This is an optimization exercise on Yosys and OpenROAD, whose aim is small area, not a production implementation. No functional check of the RTL was part of this run. No activity file was given, so power comes from the tool's default toggle rates.

===== flow/config.mk =====
export PLATFORM = sky130hd
export DESIGN_NAME = ad7606
export DESIGN_NICKNAME = ad7606
export VERILOG_FILES = /design/flow/design.v
export SDC_FILE = /design/flow/constraint.sdc
export NUM_CORES = 4
export LEC_CHECK = 0
export CAP_MARGIN = 20
export CORE_MARGIN = 2
export CORE_UTILIZATION = 40
export SLEW_MARGIN = 20

===== flow/constraint.sdc =====
create_clock -name core_clock -period 20.0 [get_ports {usr_clk}]
set_input_delay 4.0000 -clock core_clock [delete_from_list [all_inputs] [get_ports {usr_clk}]]
set_output_delay 4.0000 -clock core_clock [all_outputs]
set_load 0.01 [all_outputs]

===== flow/design.v =====
module ad7606 
#(
    parameter USR_CLK_CYCLE_NS = 20,                       
              T_CYCLE_NS       = 5000,                     
              T_RESET_NS       = 50,                       
              T_CONV_MIN_NS    = 3450,                     
              T_CONV_MAX_NS    = 4150,                     
              T1_NS            = 40,                       
              T2_NS            = 25,                       
              T10_NS           = 25,                       
              T11_NS           = 15,                       
              T14_NS           = 25,                       
              T15_NS           = 6,                        
              T26_NS           = 25                        
)
(
    input wire         usr_trigger,                    
    input wire         usr_clk,                        
    input wire         usr_rst,                        
    output reg [15: 0] usr_channel1,                   
    output reg [15: 0] usr_channel2,                   
    output reg [15: 0] usr_channel3,                   
    output reg [15: 0] usr_channel4,                   
    output reg [15: 0] usr_channel5,                   
    output reg [15: 0] usr_channel6,                   
    output reg [15: 0] usr_channel7,                   
    output reg [15: 0] usr_channel8,                   
    output reg [3: 0]  usr_error,                      
    output reg         usr_sampling,                   
    output reg         usr_ready,                      
    input wire         hw_busy,                        
    input wire         hw_first_data,                  
    input wire [15: 0] hw_data,                        
    output reg         hw_convst,                      
    output reg         hw_rd,                          
    output reg         hw_cs,                          
    output reg         hw_range,                       
    output reg [2: 0]  hw_os,                          
    output reg         hw_mode_select,                 
    output reg         hw_reset,                       
    output reg         hw_stby_n                       
);
localparam CONVERT_COMPLETE_MAX_CYCLE                = T_CONV_MAX_NS + 500,
           WAIT_BUSY_TO_HIGH_MAX_CYCLE               = ((T1_NS + 100) > T_CONV_MIN_NS)? (T_CONV_MIN_NS / 2): (T1_NS + 100),
           FIRST_DATA_MAX_CYCLE                      = T26_NS + 100,
           TIMEOUT_CYCLE                             = T_CYCLE_NS + 20000;
localparam PULSE_MIN_REQUIRED                        = (40  + USR_CLK_CYCLE_NS - 1) / USR_CLK_CYCLE_NS;
localparam TIMEOUT_CLOCKS_ORIGIN                     = (TIMEOUT_CYCLE  + USR_CLK_CYCLE_NS - 1) / USR_CLK_CYCLE_NS,
           T_RESET_CLOCKS_ORIGIN                     = (T_RESET_NS + USR_CLK_CYCLE_NS - 1) / USR_CLK_CYCLE_NS,
           T1_CLOCKS_ORIGIN                          = (T1_NS  + USR_CLK_CYCLE_NS - 1) / USR_CLK_CYCLE_NS,
           T2_CLOCKS_ORIGIN                          = (T2_NS  + USR_CLK_CYCLE_NS - 1) / USR_CLK_CYCLE_NS,
           T10_CLOCKS_ORIGIN                         = (T10_NS  + USR_CLK_CYCLE_NS - 1) / USR_CLK_CYCLE_NS,
           T11_CLOCKS_ORIGIN                         = (T11_NS + USR_CLK_CYCLE_NS - 1) / USR_CLK_CYCLE_NS,
           T14_CLOCKS_ORIGIN                         = (T14_NS + T15_NS  + USR_CLK_CYCLE_NS - 1) / USR_CLK_CYCLE_NS + 1;   
localparam FIRST_DATA_WAIT_CLOCKS_ORIGIN             = (FIRST_DATA_MAX_CYCLE + USR_CLK_CYCLE_NS - 1) / USR_CLK_CYCLE_NS,
           WAIT_BUSY_TO_HIGH_MAX_CLOCKS_ORIGIN       = (WAIT_BUSY_TO_HIGH_MAX_CYCLE + USR_CLK_CYCLE_NS - 1) / USR_CLK_CYCLE_NS,
           CONVERT_COMPLETE_WAIT_CLOCKS_ORIGIN       = (CONVERT_COMPLETE_MAX_CYCLE + USR_CLK_CYCLE_NS - 1) / USR_CLK_CYCLE_NS;
localparam TIMEOUT_CLOCKS                            = (TIMEOUT_CLOCKS_ORIGIN < PULSE_MIN_REQUIRED)? PULSE_MIN_REQUIRED: TIMEOUT_CLOCKS_ORIGIN,
           T_RESET_CLOCKS                            = (T_RESET_CLOCKS_ORIGIN < PULSE_MIN_REQUIRED)? PULSE_MIN_REQUIRED: T_RESET_CLOCKS_ORIGIN,
           T1_CLOCKS                                 = (T1_CLOCKS_ORIGIN < PULSE_MIN_REQUIRED)? PULSE_MIN_REQUIRED: T1_CLOCKS_ORIGIN,
           T2_CLOCKS                                 = (T2_CLOCKS_ORIGIN < PULSE_MIN_REQUIRED)? PULSE_MIN_REQUIRED: T2_CLOCKS_ORIGIN,
           T10_CLOCKS                                = (T10_CLOCKS_ORIGIN < PULSE_MIN_REQUIRED)? PULSE_MIN_REQUIRED: T10_CLOCKS_ORIGIN,
           T11_CLOCKS                                = (T11_CLOCKS_ORIGIN < PULSE_MIN_REQUIRED)? PULSE_MIN_REQUIRED: T11_CLOCKS_ORIGIN,
           T14_CLOCKS                                = (T14_CLOCKS_ORIGIN < PULSE_MIN_REQUIRED)? PULSE_MIN_REQUIRED: T14_CLOCKS_ORIGIN;
localparam FIRST_DATA_WAIT_CLOCKS                    = (FIRST_DATA_WAIT_CLOCKS_ORIGIN < PULSE_MIN_REQUIRED)? PULSE_MIN_REQUIRED: FIRST_DATA_WAIT_CLOCKS_ORIGIN,
           WAIT_BUSY_TO_HIGH_MAX_CLOCKS              = (WAIT_BUSY_TO_HIGH_MAX_CLOCKS_ORIGIN < PULSE_MIN_REQUIRED)? PULSE_MIN_REQUIRED: WAIT_BUSY_TO_HIGH_MAX_CLOCKS_ORIGIN,
           CONVERT_COMPLETE_WAIT_CLOCKS              = (CONVERT_COMPLETE_WAIT_CLOCKS_ORIGIN < PULSE_MIN_REQUIRED)? PULSE_MIN_REQUIRED: CONVERT_COMPLETE_WAIT_CLOCKS_ORIGIN;
localparam POWER_ON_RESET_CLOCKS                     = 8'd4;
localparam TIMER_WIDTH                               = $clog2(TIMEOUT_CLOCKS) + 1;
localparam TIMER_RESET_VALUE                         = 0;
localparam CHANNEL_POINTER__CH1                      = 9'b000000001,
           CHANNEL_POINTER__CH2                      = 9'b000000010,
           CHANNEL_POINTER__CH3                      = 9'b000000100,
           CHANNEL_POINTER__CH4                      = 9'b000001000,
           CHANNEL_POINTER__CH5                      = 9'b000010000,
           CHANNEL_POINTER__CH6                      = 9'b000100000,
           CHANNEL_POINTER__CH7                      = 9'b001000000,
           CHANNEL_POINTER__CH8                      = 9'b010000000,
           CHANNEL_POINTER__NONE                     = 9'b100000000;
localparam ERROR_NONE                                = 4'd0,
           ERROR_CONVERT_TIMEOUT                     = 4'd1, 
           ERROR_FIRST_DATA_WRONG_SIGNAL             = 4'd2, 
           ERROR_INTERNAL_REGISTER_WRONG_CONDITION   = 4'd3, 
           ERROR_SAMPLING_TIMEOUT                    = 4'd4,
           ERROR_UNABLE_TO_START_SAMPLING            = 4'd5,
           ERROR_SAMPLING_TOO_FAST                   = 4'd6;
localparam HIGH                                      = 1'b1,
           LOW                                       = 1'b0;
localparam TRUE                                      = 1'b1,
           FALSE                                     = 1'b0;
localparam STATE_WAIT_FOR_USR_SAMPLE_TRIGGER         = 6'b000001, 
           STATE_CREATE_CONVST_PULSE                 = 6'b000010,
           STATE_WAIT_BUSY_READY                     = 6'b000100,
           STATE_WAIT_CONVERT_COMPLETE               = 6'b001000,
           STATE_READ_CHANNELS                       = 6'b010000,
           STATE_COMPLETE                            = 6'b100000;
localparam SUB_STATE_CREATE_RD_HIGH_PULSE            = 4'b0001,
           SUB_STATE_WAIT_DATA_READY                 = 4'b0010,
           SUB_STATE_READ_DATA                       = 4'b0100,
           SUB_STATE_RD_LOW_PULSE_INTERVAL           = 4'b1000;
localparam RESET_STATE_CREATE_RESET_PULSE            = 3'b001,
           RESET_STATE_WAIT_RESET_HIGH               = 3'b010,
           RESET_STATE_CREATE_COMPLETE               = 3'b100;
reg [7: 0] power_on_timer;
reg system_power_on_reset;
reg [2: 0] usr_trigger_sync_list;
reg [1: 0] hw_busy_sync_list;
reg [1: 0] hw_first_data_sync_list;
reg [15: 0] hw_data_sync1;
reg [15: 0] hw_data_sync2;
reg [5: 0] system_state;
reg [3: 0] system_sub_state;
reg [2: 0] reset_state;
reg [TIMER_WIDTH - 1: 0] system_state_timer;
reg [TIMER_WIDTH - 1: 0] system_sub_state_timer;
reg [7: 0] reset_timer;
reg [TIMER_WIDTH - 1: 0] system_state_timer_last_value;
reg [TIMER_WIDTH - 1: 0] system_sub_state_timer_last_value;
reg [TIMER_WIDTH - 1: 0] system_sub_state_timer_last_value_at_rd_low;
reg [8: 0] current_channel;
reg system_state_timer_en;
reg system_sub_state_timer_en;
reg reset_timer_en;
reg entry_sub_state_for_first_time;
reg error_condition__convert_timeout, 
    error_condition__first_data_wait_timeout, 
    error_condition__channel_pointer_error, 
    error_condition__first_data_wrong_status, 
    error_condition__timeout,
    error_condition__unable_to_start_convert,
    error_condition__state_case_error,
    error_condition__sub_state_case_error,
    error_condition__sampling_too_fast;   
reg one_state_trigger_occur;
reg state_trigger_now;                                
reg one_sub_state_trigger_occur;
reg one_reset_state_trigger_occur;
wire posedge_trigger = usr_trigger_sync_list[1] && ~usr_trigger_sync_list[2];
always @(posedge usr_clk or negedge usr_rst) begin
    if (!usr_rst) usr_trigger_sync_list <= 3'b0;
    else if (((error_condition__convert_timeout || 
                        error_condition__first_data_wait_timeout || 
                        error_condition__channel_pointer_error || 
                        error_condition__first_data_wrong_status || 
                        error_condition__timeout || 
                        error_condition__unable_to_start_convert || 
                        error_condition__state_case_error || 
                        error_condition__sub_state_case_error || 
                        error_condition__sampling_too_fast) 
 || system_power_on_reset)) usr_trigger_sync_list <= 3'b0;
    else usr_trigger_sync_list <= {usr_trigger_sync_list[1: 0], usr_trigger};
end
always @(posedge usr_clk or negedge usr_rst) begin
    if (!usr_rst) hw_busy_sync_list <= 2'b0;
    else if (((error_condition__convert_timeout || 
                        error_condition__first_data_wait_timeout || 
                        error_condition__channel_pointer_error || 
                        error_condition__first_data_wrong_status || 
                        error_condition__timeout || 
                        error_condition__unable_to_start_convert || 
                        error_condition__state_case_error || 
                        error_condition__sub_state_case_error || 
                        error_condition__sampling_too_fast) 
 || system_power_on_reset)) hw_busy_sync_list <= 2'b0;
    else begin
        hw_busy_sync_list[1] <= hw_busy_sync_list[0];
        hw_busy_sync_list[0] <= hw_busy;
    end
end
always @(posedge usr_clk or negedge usr_rst) begin
    if (!usr_rst) hw_first_data_sync_list <= 2'b0;
    else if (((error_condition__convert_timeout || 
                        error_condition__first_data_wait_timeout || 
                        error_condition__channel_pointer_error || 
                        error_condition__first_data_wrong_status || 
                        error_condition__timeout || 
                        error_condition__unable_to_start_convert || 
                        error_condition__state_case_error || 
                        error_condition__sub_state_case_error || 
                        error_condition__sampling_too_fast) 
 || system_power_on_reset)) hw_first_data_sync_list <= 2'b0;
    else begin
        hw_first_data_sync_list[1] <= hw_first_data_sync_list[0];
        hw_first_data_sync_list[0] <= hw_first_data;
    end
end
always @(posedge usr_clk or negedge usr_rst) begin
    if (!usr_rst) begin
        hw_data_sync1 <= 16'b0;
        hw_data_sync2 <= 16'b0;
    end else if (((error_condition__convert_timeout || 
                        error_condition__first_data_wait_timeout || 
                        error_condition__channel_pointer_error || 
                        error_condition__first_data_wrong_status || 
                        error_condition__timeout || 
                        error_condition__unable_to_start_convert || 
                        error_condition__state_case_error || 
                        error_condition__sub_state_case_error || 
                        error_condition__sampling_too_fast) 
 || system_power_on_reset)) begin
        hw_data_sync1 <= 16'b0;
        hw_data_sync2 <= 16'b0;
    end else begin
        hw_data_sync2 <= hw_data_sync1;
        hw_data_sync1 <= hw_data;
    end
end
always @(posedge usr_clk or negedge usr_rst) begin
    if (!usr_rst) begin
        system_state <= STATE_WAIT_FOR_USR_SAMPLE_TRIGGER; 
        one_state_trigger_occur <= FALSE; 
        system_state_timer_en <= FALSE; 
        system_state_timer_last_value <= TIMER_RESET_VALUE; 
        error_condition__unable_to_start_convert <= FALSE;
        error_condition__convert_timeout <= FALSE;
        error_condition__state_case_error <= FALSE;
        error_condition__sampling_too_fast <= FALSE;
    end else if (((error_condition__convert_timeout || 
                        error_condition__first_data_wait_timeout || 
                        error_condition__channel_pointer_error || 
                        error_condition__first_data_wrong_status || 
                        error_condition__timeout || 
                        error_condition__unable_to_start_convert || 
                        error_condition__state_case_error || 
                        error_condition__sub_state_case_error || 
                        error_condition__sampling_too_fast) 
 || system_power_on_reset)) begin 
        system_state <= STATE_WAIT_FOR_USR_SAMPLE_TRIGGER; 
        one_state_trigger_occur <= FALSE; 
        system_state_timer_en <= FALSE; 
        system_state_timer_last_value <= TIMER_RESET_VALUE; 
        if ((error_condition__convert_timeout || 
                        error_condition__first_data_wait_timeout || 
                        error_condition__channel_pointer_error || 
                        error_condition__first_data_wrong_status || 
                        error_condition__timeout || 
                        error_condition__unable_to_start_convert || 
                        error_condition__state_case_error || 
                        error_condition__sub_state_case_error || 
                        error_condition__sampling_too_fast) 
) begin
            error_condition__unable_to_start_convert <= FALSE;
            error_condition__convert_timeout <= FALSE;
            error_condition__state_case_error <= FALSE;
            error_condition__sampling_too_fast <= FALSE;
        end
    end else begin
        if (system_state != STATE_WAIT_FOR_USR_SAMPLE_TRIGGER && posedge_trigger) error_condition__sampling_too_fast <= TRUE;
        case (system_state)
            STATE_WAIT_FOR_USR_SAMPLE_TRIGGER: begin
                state_trigger_now = one_state_trigger_occur;
                if (posedge_trigger && reset_state == RESET_STATE_CREATE_COMPLETE && !one_state_trigger_occur) begin
                    one_state_trigger_occur <= TRUE;
                    state_trigger_now = TRUE;
                end else begin
        system_state <= STATE_WAIT_FOR_USR_SAMPLE_TRIGGER; 
        one_state_trigger_occur <= FALSE; 
        system_state_timer_en <= FALSE; 
        system_state_timer_last_value <= TIMER_RESET_VALUE; 
                end
                if (state_trigger_now) begin
                    if (!(system_state_timer == TIMER_RESET_VALUE)) begin
                        system_state_timer_en <= FALSE;
                    end else begin
                        system_state_timer_en <= TRUE;
                        one_state_trigger_occur <= FALSE;
                        system_state <= STATE_CREATE_CONVST_PULSE;
                        system_state_timer_last_value <= system_state_timer;
                    end
                end
            end
            STATE_CREATE_CONVST_PULSE: begin
                if ((system_state_timer - system_state_timer_last_value) >= T2_CLOCKS) begin
                    system_state <= STATE_WAIT_BUSY_READY;
                    system_state_timer_last_value <= system_state_timer;
                end
            end
            STATE_WAIT_BUSY_READY: begin
                if (((system_state_timer - system_state_timer_last_value) >= T1_CLOCKS && hw_busy_sync_list[1] == HIGH)) begin
                    system_state <= STATE_WAIT_CONVERT_COMPLETE;
                    system_state_timer_last_value <= system_state_timer;
                end else if ((system_state_timer - system_state_timer_last_value) >= WAIT_BUSY_TO_HIGH_MAX_CLOCKS && hw_busy_sync_list[1] == LOW) begin
                    error_condition__unable_to_start_convert <= TRUE;
                end
            end
            STATE_WAIT_CONVERT_COMPLETE: begin
                if (hw_busy_sync_list[1] == LOW) begin
                    system_state <= STATE_READ_CHANNELS;
                end else if ((system_state_timer - system_state_timer_last_value) >= CONVERT_COMPLETE_WAIT_CLOCKS && hw_busy_sync_list[1] == HIGH) begin
                    error_condition__convert_timeout <= TRUE;
                end
            end
            STATE_READ_CHANNELS: begin
                if (!(current_channel == CHANNEL_POINTER__CH1 || 
                               current_channel == CHANNEL_POINTER__CH2 || 
                               current_channel == CHANNEL_POINTER__CH3 || 
                               current_channel == CHANNEL_POINTER__CH4 || 
                               current_channel == CHANNEL_POINTER__CH5 || 
                               current_channel == CHANNEL_POINTER__CH6 || 
                               current_channel == CHANNEL_POINTER__CH7 || 
                               current_channel == CHANNEL_POINTER__CH8) 
) system_state <= STATE_COMPLETE;
            end
            STATE_COMPLETE: begin
        system_state <= STATE_WAIT_FOR_USR_SAMPLE_TRIGGER; 
        one_state_trigger_occur <= FALSE; 
        system_state_timer_en <= FALSE; 
        system_state_timer_last_value <= TIMER_RESET_VALUE; 
            end
            default: error_condition__state_case_error <= TRUE;
        endcase
    end
end
always @(posedge usr_clk or negedge usr_rst) begin
    if (!usr_rst) begin
        usr_sampling <= FALSE;
        usr_error <= ERROR_NONE;
        hw_convst <= HIGH; 
        hw_cs <= HIGH; 
        hw_range <= HIGH; 
        hw_os <= {LOW, LOW, LOW}; 
        hw_mode_select <= LOW; 
        hw_stby_n <= HIGH; 
    end else if (((error_condition__convert_timeout || 
                        error_condition__first_data_wait_timeout || 
                        error_condition__channel_pointer_error || 
                        error_condition__first_data_wrong_status || 
                        error_condition__timeout || 
                        error_condition__unable_to_start_convert || 
                        error_condition__state_case_error || 
                        error_condition__sub_state_case_error || 
                        error_condition__sampling_too_fast) 
 || system_power_on_reset)) begin 
        hw_convst <= HIGH; 
        hw_cs <= HIGH; 
        hw_range <= HIGH; 
        hw_os <= {LOW, LOW, LOW}; 
        hw_mode_select <= LOW; 
        hw_stby_n <= HIGH; 
        usr_sampling <= FALSE;
        if (error_condition__channel_pointer_error || error_condition__state_case_error || error_condition__sub_state_case_error) usr_error <= ERROR_INTERNAL_REGISTER_WRONG_CONDITION; 
        else if (error_condition__first_data_wait_timeout || error_condition__first_data_wrong_status) usr_error <= ERROR_FIRST_DATA_WRONG_SIGNAL; 
        else if (error_condition__convert_timeout) usr_error <= ERROR_CONVERT_TIMEOUT; 
        else if (error_condition__timeout) usr_error <= ERROR_SAMPLING_TIMEOUT; 
        else if (error_condition__unable_to_start_convert) usr_error <= ERROR_UNABLE_TO_START_SAMPLING; 
        else if (error_condition__sampling_too_fast) usr_error <= ERROR_SAMPLING_TOO_FAST; 
        else usr_error <= ERROR_NONE; 
    end else begin
        case (system_state)
            STATE_WAIT_FOR_USR_SAMPLE_TRIGGER: begin
                usr_sampling <= FALSE;
        hw_convst <= HIGH; 
        hw_cs <= HIGH; 
        hw_range <= HIGH; 
        hw_os <= {LOW, LOW, LOW}; 
        hw_mode_select <= LOW; 
        hw_stby_n <= HIGH; 
            end
            STATE_CREATE_CONVST_PULSE: begin
                hw_cs <= LOW;       
                hw_convst <= LOW;   
                usr_error <= ERROR_NONE;
                usr_sampling <= TRUE;
            end
            STATE_WAIT_BUSY_READY: hw_convst <= HIGH;    
            STATE_WAIT_CONVERT_COMPLETE: begin
            end
            STATE_READ_CHANNELS: begin
            end
            STATE_COMPLETE: begin
                usr_sampling <= FALSE;
                usr_error <= ERROR_NONE;
        hw_convst <= HIGH; 
        hw_cs <= HIGH; 
        hw_range <= HIGH; 
        hw_os <= {LOW, LOW, LOW}; 
        hw_mode_select <= LOW; 
        hw_stby_n <= HIGH; 
            end
        endcase
    end
end
always @(posedge usr_clk or negedge usr_rst) begin
    if (!usr_rst) begin
        system_sub_state <= SUB_STATE_CREATE_RD_HIGH_PULSE; 
        one_sub_state_trigger_occur <= FALSE; 
        system_sub_state_timer_en <= FALSE; 
        current_channel <= CHANNEL_POINTER__CH1; 
        entry_sub_state_for_first_time <= TRUE; 
        system_sub_state_timer_last_value <= TIMER_RESET_VALUE; 
        system_sub_state_timer_last_value_at_rd_low <= TIMER_RESET_VALUE; 
        error_condition__first_data_wait_timeout <= FALSE;
        error_condition__first_data_wrong_status <= FALSE;
        error_condition__sub_state_case_error <= FALSE;
    end else if (((error_condition__convert_timeout || 
                        error_condition__first_data_wait_timeout || 
                        error_condition__channel_pointer_error || 
                        error_condition__first_data_wrong_status || 
                        error_condition__timeout || 
                        error_condition__unable_to_start_convert || 
                        error_condition__state_case_error || 
                        error_condition__sub_state_case_error || 
                        error_condition__sampling_too_fast) 
 || system_power_on_reset)) begin 
        system_sub_state <= SUB_STATE_CREATE_RD_HIGH_PULSE; 
        one_sub_state_trigger_occur <= FALSE; 
        system_sub_state_timer_en <= FALSE; 
        current_channel <= CHANNEL_POINTER__CH1; 
        entry_sub_state_for_first_time <= TRUE; 
        system_sub_state_timer_last_value <= TIMER_RESET_VALUE; 
        system_sub_state_timer_last_value_at_rd_low <= TIMER_RESET_VALUE; 
        if ((error_condition__convert_timeout || 
                        error_condition__first_data_wait_timeout || 
                        error_condition__channel_pointer_error || 
                        error_condition__first_data_wrong_status || 
                        error_condition__timeout || 
                        error_condition__unable_to_start_convert || 
                        error_condition__state_case_error || 
                        error_condition__sub_state_case_error || 
                        error_condition__sampling_too_fast) 
) begin
            error_condition__first_data_wait_timeout <= FALSE;
            error_condition__first_data_wrong_status <= FALSE;
            error_condition__sub_state_case_error <= FALSE;
        end
    end else if (system_state == STATE_READ_CHANNELS) begin
        system_sub_state_timer_en <= TRUE;
        if ((current_channel == CHANNEL_POINTER__CH1 || 
                               current_channel == CHANNEL_POINTER__CH2 || 
                               current_channel == CHANNEL_POINTER__CH3 || 
                               current_channel == CHANNEL_POINTER__CH4 || 
                               current_channel == CHANNEL_POINTER__CH5 || 
                               current_channel == CHANNEL_POINTER__CH6 || 
                               current_channel == CHANNEL_POINTER__CH7 || 
                               current_channel == CHANNEL_POINTER__CH8) 
) begin
            case (system_sub_state)
                SUB_STATE_CREATE_RD_HIGH_PULSE: begin
                    if ((system_sub_state_timer - system_sub_state_timer_last_value) >= T11_CLOCKS || entry_sub_state_for_first_time) begin
                        system_sub_state <= SUB_STATE_WAIT_DATA_READY;
                        entry_sub_state_for_first_time <= FALSE;
                        system_sub_state_timer_last_value <= system_sub_state_timer;
                        system_sub_state_timer_last_value_at_rd_low <= system_sub_state_timer;
                    end
                end
                SUB_STATE_WAIT_DATA_READY: begin
                    if ((system_sub_state_timer - system_sub_state_timer_last_value) >= T14_CLOCKS) begin
                        system_sub_state <= SUB_STATE_READ_DATA;
                        system_sub_state_timer_last_value <= system_sub_state_timer;
                    end
                end
                SUB_STATE_READ_DATA: begin
                    if (current_channel == CHANNEL_POINTER__CH1) begin
                        if (hw_first_data_sync_list[1] == HIGH) system_sub_state <= SUB_STATE_RD_LOW_PULSE_INTERVAL;
                        else if ((system_sub_state_timer - system_sub_state_timer_last_value) >= FIRST_DATA_WAIT_CLOCKS) error_condition__first_data_wait_timeout <= TRUE;
                    end else begin
                        if (hw_first_data_sync_list[1] == LOW) system_sub_state <= SUB_STATE_RD_LOW_PULSE_INTERVAL;
                        else if ((system_sub_state_timer - system_sub_state_timer_last_value) >= FIRST_DATA_WAIT_CLOCKS) error_condition__first_data_wrong_status <= TRUE;
                    end
                end
                SUB_STATE_RD_LOW_PULSE_INTERVAL: begin
                    if ((system_sub_state_timer - system_sub_state_timer_last_value_at_rd_low) >= T10_CLOCKS) begin
                        system_sub_state <= SUB_STATE_CREATE_RD_HIGH_PULSE;
                        system_sub_state_timer_last_value <= system_sub_state_timer;
        case (current_channel) 
            CHANNEL_POINTER__CH1: current_channel <= CHANNEL_POINTER__CH2; 
            CHANNEL_POINTER__CH2: current_channel <= CHANNEL_POINTER__CH3; 
            CHANNEL_POINTER__CH3: current_channel <= CHANNEL_POINTER__CH4; 
            CHANNEL_POINTER__CH4: current_channel <= CHANNEL_POINTER__CH5; 
            CHANNEL_POINTER__CH5: current_channel <= CHANNEL_POINTER__CH6; 
            CHANNEL_POINTER__CH6: current_channel <= CHANNEL_POINTER__CH7; 
            CHANNEL_POINTER__CH7: current_channel <= CHANNEL_POINTER__CH8; 
            CHANNEL_POINTER__CH8: current_channel <= CHANNEL_POINTER__NONE; 
            default: current_channel <= CHANNEL_POINTER__NONE; 
        endcase 
                    end
                end
                default: error_condition__sub_state_case_error <= TRUE;
            endcase
        end
    end else begin
        system_sub_state <= SUB_STATE_CREATE_RD_HIGH_PULSE; 
        one_sub_state_trigger_occur <= FALSE; 
        system_sub_state_timer_en <= FALSE; 
        current_channel <= CHANNEL_POINTER__CH1; 
        entry_sub_state_for_first_time <= TRUE; 
        system_sub_state_timer_last_value <= TIMER_RESET_VALUE; 
        system_sub_state_timer_last_value_at_rd_low <= TIMER_RESET_VALUE; 
    end
end
always @(posedge usr_clk or negedge usr_rst) begin
    if (!usr_rst) begin
        hw_rd <= HIGH; 
        usr_channel1 <= 16'b0; 
        usr_channel2 <= 16'b0; 
        usr_channel3 <= 16'b0; 
        usr_channel4 <= 16'b0; 
        usr_channel5 <= 16'b0; 
        usr_channel6 <= 16'b0; 
        usr_channel7 <= 16'b0; 
        usr_channel8 <= 16'b0; 
        error_condition__channel_pointer_error <= FALSE;
    end else if (((error_condition__convert_timeout || 
                        error_condition__first_data_wait_timeout || 
                        error_condition__channel_pointer_error || 
                        error_condition__first_data_wrong_status || 
                        error_condition__timeout || 
                        error_condition__unable_to_start_convert || 
                        error_condition__state_case_error || 
                        error_condition__sub_state_case_error || 
                        error_condition__sampling_too_fast) 
 || system_power_on_reset)) begin
        hw_rd <= HIGH; 
        usr_channel1 <= 16'b0; 
        usr_channel2 <= 16'b0; 
        usr_channel3 <= 16'b0; 
        usr_channel4 <= 16'b0; 
        usr_channel5 <= 16'b0; 
        usr_channel6 <= 16'b0; 
        usr_channel7 <= 16'b0; 
        usr_channel8 <= 16'b0; 
        if ((error_condition__convert_timeout || 
                        error_condition__first_data_wait_timeout || 
                        error_condition__channel_pointer_error || 
                        error_condition__first_data_wrong_status || 
                        error_condition__timeout || 
                        error_condition__unable_to_start_convert || 
                        error_condition__state_case_error || 
                        error_condition__sub_state_case_error || 
                        error_condition__sampling_too_fast) 
) error_condition__channel_pointer_error <= FALSE;
    end else if (system_state == STATE_READ_CHANNELS) begin
        case (system_sub_state)
            SUB_STATE_CREATE_RD_HIGH_PULSE: hw_rd <= HIGH;   
            SUB_STATE_WAIT_DATA_READY: hw_rd <= LOW;   
            SUB_STATE_READ_DATA: begin
                if (current_channel == CHANNEL_POINTER__CH1) begin
                    usr_channel1 <= hw_data_sync2;
                end else if (current_channel != CHANNEL_POINTER__CH1) begin
                    case (current_channel)
                        CHANNEL_POINTER__CH2: usr_channel2 <= hw_data_sync2;
                        CHANNEL_POINTER__CH3: usr_channel3 <= hw_data_sync2;
                        CHANNEL_POINTER__CH4: usr_channel4 <= hw_data_sync2;
                        CHANNEL_POINTER__CH5: usr_channel5 <= hw_data_sync2;
                        CHANNEL_POINTER__CH6: usr_channel6 <= hw_data_sync2;
                        CHANNEL_POINTER__CH7: usr_channel7 <= hw_data_sync2;
                        CHANNEL_POINTER__CH8: usr_channel8 <= hw_data_sync2;
                        CHANNEL_POINTER__NONE:  ;
                        default: error_condition__channel_pointer_error <= TRUE;
                    endcase
                end else begin
                    error_condition__channel_pointer_error <= TRUE;
                end
            end
            SUB_STATE_RD_LOW_PULSE_INTERVAL: hw_rd <= LOW;   
            default: begin
        hw_rd <= HIGH; 
            end
        endcase
    end else begin
        hw_rd <= HIGH; 
    end
end
always @(posedge usr_clk or negedge usr_rst) begin
    if (!usr_rst) begin
        reset_state <= RESET_STATE_CREATE_RESET_PULSE;
        hw_reset <= LOW;                     
        usr_ready <= FALSE;
        one_reset_state_trigger_occur <= FALSE;
        reset_timer_en <= FALSE;
    end else if (((error_condition__convert_timeout || 
                        error_condition__first_data_wait_timeout || 
                        error_condition__channel_pointer_error || 
                        error_condition__first_data_wrong_status || 
                        error_condition__timeout || 
                        error_condition__unable_to_start_convert || 
                        error_condition__state_case_error || 
                        error_condition__sub_state_case_error || 
                        error_condition__sampling_too_fast) 
 || system_power_on_reset)) begin
        reset_state <= RESET_STATE_CREATE_RESET_PULSE;
        hw_reset <= LOW;                     
        usr_ready <= FALSE;
        one_reset_state_trigger_occur <= FALSE;
        reset_timer_en <= FALSE;
    end else begin
        case(reset_state)
            RESET_STATE_CREATE_RESET_PULSE: begin
                if (!(reset_timer == TIMER_RESET_VALUE)) reset_timer_en <= FALSE;
                else begin
                    reset_timer_en <= TRUE;
                    hw_reset <= HIGH;
                    reset_state <= RESET_STATE_WAIT_RESET_HIGH;
                end
            end 
            RESET_STATE_WAIT_RESET_HIGH: begin
                if (reset_timer >= T_RESET_CLOCKS && !one_reset_state_trigger_occur) one_reset_state_trigger_occur <= TRUE;
                if (one_reset_state_trigger_occur) begin
                    if (!(reset_timer == TIMER_RESET_VALUE)) reset_timer_en <= FALSE;
                    else begin
                        reset_timer_en <= FALSE;
                        hw_reset <= LOW;
                        reset_state <= RESET_STATE_CREATE_COMPLETE;
                    end
                end
            end 
            RESET_STATE_CREATE_COMPLETE: begin
                if (!(reset_timer == TIMER_RESET_VALUE)) reset_timer_en <= FALSE;
                else begin
                    reset_timer_en <= FALSE;
                    hw_reset <= LOW;
                    usr_ready <= TRUE;
                    reset_state <= RESET_STATE_CREATE_COMPLETE;
                end
            end
            default: reset_state <= RESET_STATE_CREATE_RESET_PULSE;
        endcase
    end
end
always @(posedge usr_clk or negedge usr_rst) begin
    if (!usr_rst) begin
        system_state_timer <= TIMER_RESET_VALUE;
        error_condition__timeout <= FALSE;
    end else if (((error_condition__convert_timeout || 
                        error_condition__first_data_wait_timeout || 
                        error_condition__channel_pointer_error || 
                        error_condition__first_data_wrong_status || 
                        error_condition__timeout || 
                        error_condition__unable_to_start_convert || 
                        error_condition__state_case_error || 
                        error_condition__sub_state_case_error || 
                        error_condition__sampling_too_fast) 
 || system_power_on_reset)) begin 
        system_state_timer <= TIMER_RESET_VALUE;
        if ((error_condition__convert_timeout || 
                        error_condition__first_data_wait_timeout || 
                        error_condition__channel_pointer_error || 
                        error_condition__first_data_wrong_status || 
                        error_condition__timeout || 
                        error_condition__unable_to_start_convert || 
                        error_condition__state_case_error || 
                        error_condition__sub_state_case_error || 
                        error_condition__sampling_too_fast) 
) error_condition__timeout <= FALSE;
    end else begin
        if (!system_state_timer_en) system_state_timer <= TIMER_RESET_VALUE;
        else system_state_timer <= system_state_timer + 1;
        if (system_state_timer >= TIMEOUT_CLOCKS) error_condition__timeout <= TRUE;
    end
end
always @(posedge usr_clk or negedge usr_rst) begin
    if (!usr_rst) system_sub_state_timer <= TIMER_RESET_VALUE;
    else if (((error_condition__convert_timeout || 
                        error_condition__first_data_wait_timeout || 
                        error_condition__channel_pointer_error || 
                        error_condition__first_data_wrong_status || 
                        error_condition__timeout || 
                        error_condition__unable_to_start_convert || 
                        error_condition__state_case_error || 
                        error_condition__sub_state_case_error || 
                        error_condition__sampling_too_fast) 
 || system_power_on_reset)) system_sub_state_timer <= TIMER_RESET_VALUE;
    else begin
        if (!system_sub_state_timer_en) system_sub_state_timer <= TIMER_RESET_VALUE;
        else system_sub_state_timer <= system_sub_state_timer + 1;
    end
end
always @(posedge usr_clk or negedge usr_rst) begin
    if (!usr_rst) reset_timer <= TIMER_RESET_VALUE;
    else if (((error_condition__convert_timeout || 
                        error_condition__first_data_wait_timeout || 
                        error_condition__channel_pointer_error || 
                        error_condition__first_data_wrong_status || 
                        error_condition__timeout || 
                        error_condition__unable_to_start_convert || 
                        error_condition__state_case_error || 
                        error_condition__sub_state_case_error || 
                        error_condition__sampling_too_fast) 
 || system_power_on_reset)) reset_timer <= TIMER_RESET_VALUE;
    else begin
        if (reset_timer_en) reset_timer <= reset_timer + 1;
        else reset_timer <= TIMER_RESET_VALUE;
    end
end
always @(posedge usr_clk or negedge usr_rst) begin
    if (!usr_rst) begin
        power_on_timer <= TIMER_RESET_VALUE;
        system_power_on_reset <= TRUE;
    end else begin
        if (system_power_on_reset) begin
            if (power_on_timer >= POWER_ON_RESET_CLOCKS) system_power_on_reset <= FALSE;
            else power_on_timer <= power_on_timer + 1;
        end
    end
end
endmodule

===== flow/run.sh =====
#!/bin/bash
# synth_recipe.tcl (not shown) runs the flow's synth.tcl, then flattens the netlist and writes it again
# the make line also repeats each setting of config.mk as NAME=value (left out here)
make -C /OpenROAD-flow-scripts/flow DESIGN_CONFIG=/design/flow/config.mk WORK_HOME=/design/flow/orfs CLKGATE_MAP_FILE= SYNTH_SCRIPT=/design/flow/synth_recipe.tcl finish

==> impl_metrics.csv <==
group,metric,value,unit
outcome,status,"timing/DRC/antenna clean",
floorplan,row_count,68,
cells_and_area,mostFrequentLayoutCell,"dfrtp_1",
timing,clock.fmax,0.179,GHz
cells_and_area,diodes,0,
logic_synthesis,syn_area,14100,µm²
cts,numClockSinks,290,
floorplan,start_util,0.407,
worst_setup_path,crit_fanout,2,
logic_synthesis,synth_warnings,1,
cts,holdBufCountCts,0,
logic_synthesis,syn_avg_cell_area,9.57,µm²
floorplan,io_pins,165,
worst_setup_path,criticalPathCategory,"reg -> out",
worst_setup_path,crit_path_max_incr_delay,560,ps
cts,cts.htree.levels,2,
worst_hold_path,hold_class,"reg -> reg",
cts,clk_path_buf_depth,3,
worst_setup_path,critical_path_arrival,1580,ps
cells_and_area,area_delta_synth_final,21.9,%
detailed_routing,drtPass1Iterations,6,
cts,root_buffer,"clkbuf_16",
worst_setup_path,critical_path.top_delay_family,"buffers and inverters",
floorplan,die_x,192,µm
timing,slew_headroom,0.300,
cts,clkTransAtPathRegs,60,ps
grt,grt_pass1_vias,10600,
grt,grt_max_degree,170,
cells_and_area,drive_above_1_share,0.0659,
timing,setup_viol,0,
grt,grtUsageMet3,0.0294,
cells_and_area,fillCellCount,3229,
place,gp_congestion,0.873,
timing,hold_viol,0,
cts,cts_tree,"built",
grt,top_usage_layer,"met2",
grt,grt_use_met1,0.276,
logic_synthesis,synth_seq_area_share,0.517,
worst_hold_path,holdPathStages,0,
grt,grt_use_total,0.196,
timing,worst_clock_skew,19.5,ps
grt,grt_overflow,0,
timing,setup_tns,0,ps
timing,period_needed,5580,ps
worst_setup_path,crit_buf_inv,1,
power_and_ir_drop,ir_worst_vdd,65.1,µV
floorplan,core_region_area,34500,µm²
cells_and_area,final_core_util,0.496,
grt,use_met2,0.316,
floorplan,dieArea,36700,µm²
grt,grt_pass1_wl,57300,µm
place,port_buffers,157,
run,cap_violations,0,
cells_and_area,layout_common_cells,"281 x dfrtp_1, 262 x nand2_1, 156 x clkdlybuf4s50_1",
detailed_routing,first_iter_violations,733,
worst_setup_path,cp_cell_sequence,"clkdlybuf4s50_1",
cts,postCtsSetupBuffers,0,
logic_synthesis,async_reset_ff_frac,1.00,
place,dp_hpwl,24600,µm
timing,timing.final.crit_share,0.279,
worst_setup_path,r2r_cells,13,
cts,clk_latency,520,ps
logic_synthesis,ys.flop_type,"dfrtp_1",
detailed_routing,drcViolationCount,0,
timing,rsz0062_at_grt,"no",
floorplan,dieHeight,192,µm
detailed_routing,vias,10900,
logic_synthesis,synth_cell_type_count,81,
detailed_routing,vias_per_cell,5.24,
logic_synthesis,synth-seq-cells,290,
timing,slew_viol_final,0,
cts,cts_buffers,34,
logic_synthesis,synthCells,1469,
worst_setup_path,start_kind,"register",
worst_setup_path,cp_slowest_cell,"clkdlybuf4s50_1",
detailed_routing,ant_nets,0,
cts,cts.repair.resized,0,
worst_setup_path,cp.depth,1,
timing,worstMarginPinSlew,1050,ps
power_and_ir_drop,powerDensity,84.0,nW/µm²
grt,grt_antenna_before_repair,0,
logic_synthesis,synth_edf_count,0,
worst_setup_path,r2r_slack,16270,ps
power_and_ir_drop,p_leak,7.68,nW
worst_setup_path,end_kind,"primary output",
cells_and_area,final_nets,1668,
worst_setup_path,cp.required,16000,ps
detailed_routing,wire_per_inst,17.1,µm
detailed_routing,wirelength,35500,µm
==> synth_stat cells, types with 4 or more instances <==
cell       count  area (µm²)
dfstp_2        9         236
o2111ai_1      8        70.1
mux2_2         4        45.0
and2_1        41         257
or4_1          5        37.5
buf_2         12        60.1
or2_2          4        25.0
or3_1         16         100
nand2_1      262         983
o31ai_1        4        30.0
nand3_1       25         125
o21a_1        12        90.1
o21ai_0       66         330
a21oi_1      119         596
o211ai_1       4        30.0
nor4_1        14        87.6
mux2i_1       34         340
nor2_1       125         469
nor3b_1        8        60.1
ha_1          44         551
nand3b_1       4        30.0
mux2_1         4        45.0
a21o_1         7        52.6
buf_4          9        67.6
and3_1        15        93.8
nand2b_1      12        75.1
clkbuf_1      55         206
nor3_1        26         130
a22o_1        26         228
a211oi_1       9        67.6
xnor2_1       20         175
dfrtp_1      281        7030
a31oi_1        7        43.8
nor4b_1        5        43.8
xor2_1        25         219
inv_1         64         240
nor2b_1       14        87.6
o22ai_1        4        25.0
==> flip-flops by register name, indices dropped and copies added, names as in the netlist, 16 cells and up <==
register	count
usr_channel7	16
usr_channel4	16
hw_data_sync2	16
usr_channel2	16
usr_channel3	16
usr_channel5	16
usr_channel6	16
hw_data_sync1	16
usr_channel1	16
usr_channel8	16
==> where the power goes <==
| group | internal, mW | switching (mW) |
|---|---|---|
| logic | 0.0751 | 0.0735 |
| registers | 0.627 | 0.0358 |
| clock network | 0.386 | 0.243 |
==> kinds of logic after synthesis <==
logic type,after synthesis,share of synthesized area
and+or+nand+nor,595,0.201
AOI/OAI and AO/OA,303,0.135
DFF,290,0.517
buffers and inverters,144,0.0435
adders and majority gates,47,0.0434
xor gates and xnor gates,45,0.0280
muxes,43,0.0322
other,2,0.000534
==> per-layer routing <==
layer  part of all wire  wire length [µm]
met1               0.47             16600
met2               0.48             16900
met3              0.039              1380
met4              0.018               640
met5                  0                 0
==> stage by stage <==
| step | setup slack, ps | cells | instance area, µm² | power [mW] | hold slack (ps) |
|---|---|---|---|---|---|
| after floorplan | 15470 | 1474 | 14100 | 0.731 | 399 |
| after global placement | 14390 | 2019 | 16000 | 0.820 | 366 |
| after detailed placement | 14390 | 2019 | 16000 | 0.823 | 367 |
| after CTS | 14360 | 2079 | 17100 | 1.46 | 382 |
| after global routing | 14370 | 2079 | 17200 | 1.51 | 394 |
| final | 14420 | 2079 | 17200 | 1.44 | 379 |
==> path summary, 6_finish.rpt <==
| check | start | end |
|---|---|---|
| max | hw_rd | hw_rd |
| min | power_on_timer[3] | power_on_timer[3] |
| max reg2reg | system_sub_state_timer[0] | system_sub_state_timer_last_value_at_rd_low[2] |
| min reg2reg | power_on_timer[3] | power_on_timer[3] |
| max in group asynchronous | usr_rst | usr_channel4[10] |
| min in group asynchronous | usr_rst | system_state_timer[11] |
==> worst reg2reg max path: cells and delay by family, from the launching register on <==
kind / cells / cell delay (ps)
AOI/OAI and AO/OA: 6 / 1590
adders and majority gates: 2 / 660
buffers and inverters: 2 / 300
DFF: 1 / 470
muxes: 1 / 320
and+or+nand+nor: 2 / 260
==> cell type report <==
cell class / count / area [µm²] / share of cell area
multi-input combinational: 1040 / 6230 / 0.363
clock inverter: 13 / 169 / 0.00985
inverter: 65 / 244 / 0.0142
tap: 455 / 569 / 0.0332
sequential: 290 / 7270 / 0.424
timing repair buffer: 169 / 1680 / 0.0979
clock buffer: 47 / 990 / 0.0577

[afterwards: timing with drivers on the ports]
The results above use ideal ports. As a check the final layout listed here was re-extracted and re-timed, cells and wires unchanged.
Step 1, drivers: a clkbuf_16 drives usr_clk and a buf_2 each remaining input, both assumed.
Step 2 adds t to the input delays and takes it off the output delays; t is the mean of the earliest and latest rising clock arrival at the registers after step 1. Input paths then give back, and output paths get back, about the clock's delay inside the block.
a / b / c = no drivers / after step 1 / after step 2; a / b = the first two.
shift t [ns]: 0.562
setup WS [ns]: 14.417 / 14.363 / 14.394
clock arrival spread, ns: 0.020 / 0.020
After both steps this run still meets setup and hold. The setup slack of this run moves by -0.054 ns with the drivers and by -0.023 ns with both steps. The worst setup slack also covers recovery checks on asynchronous resets.
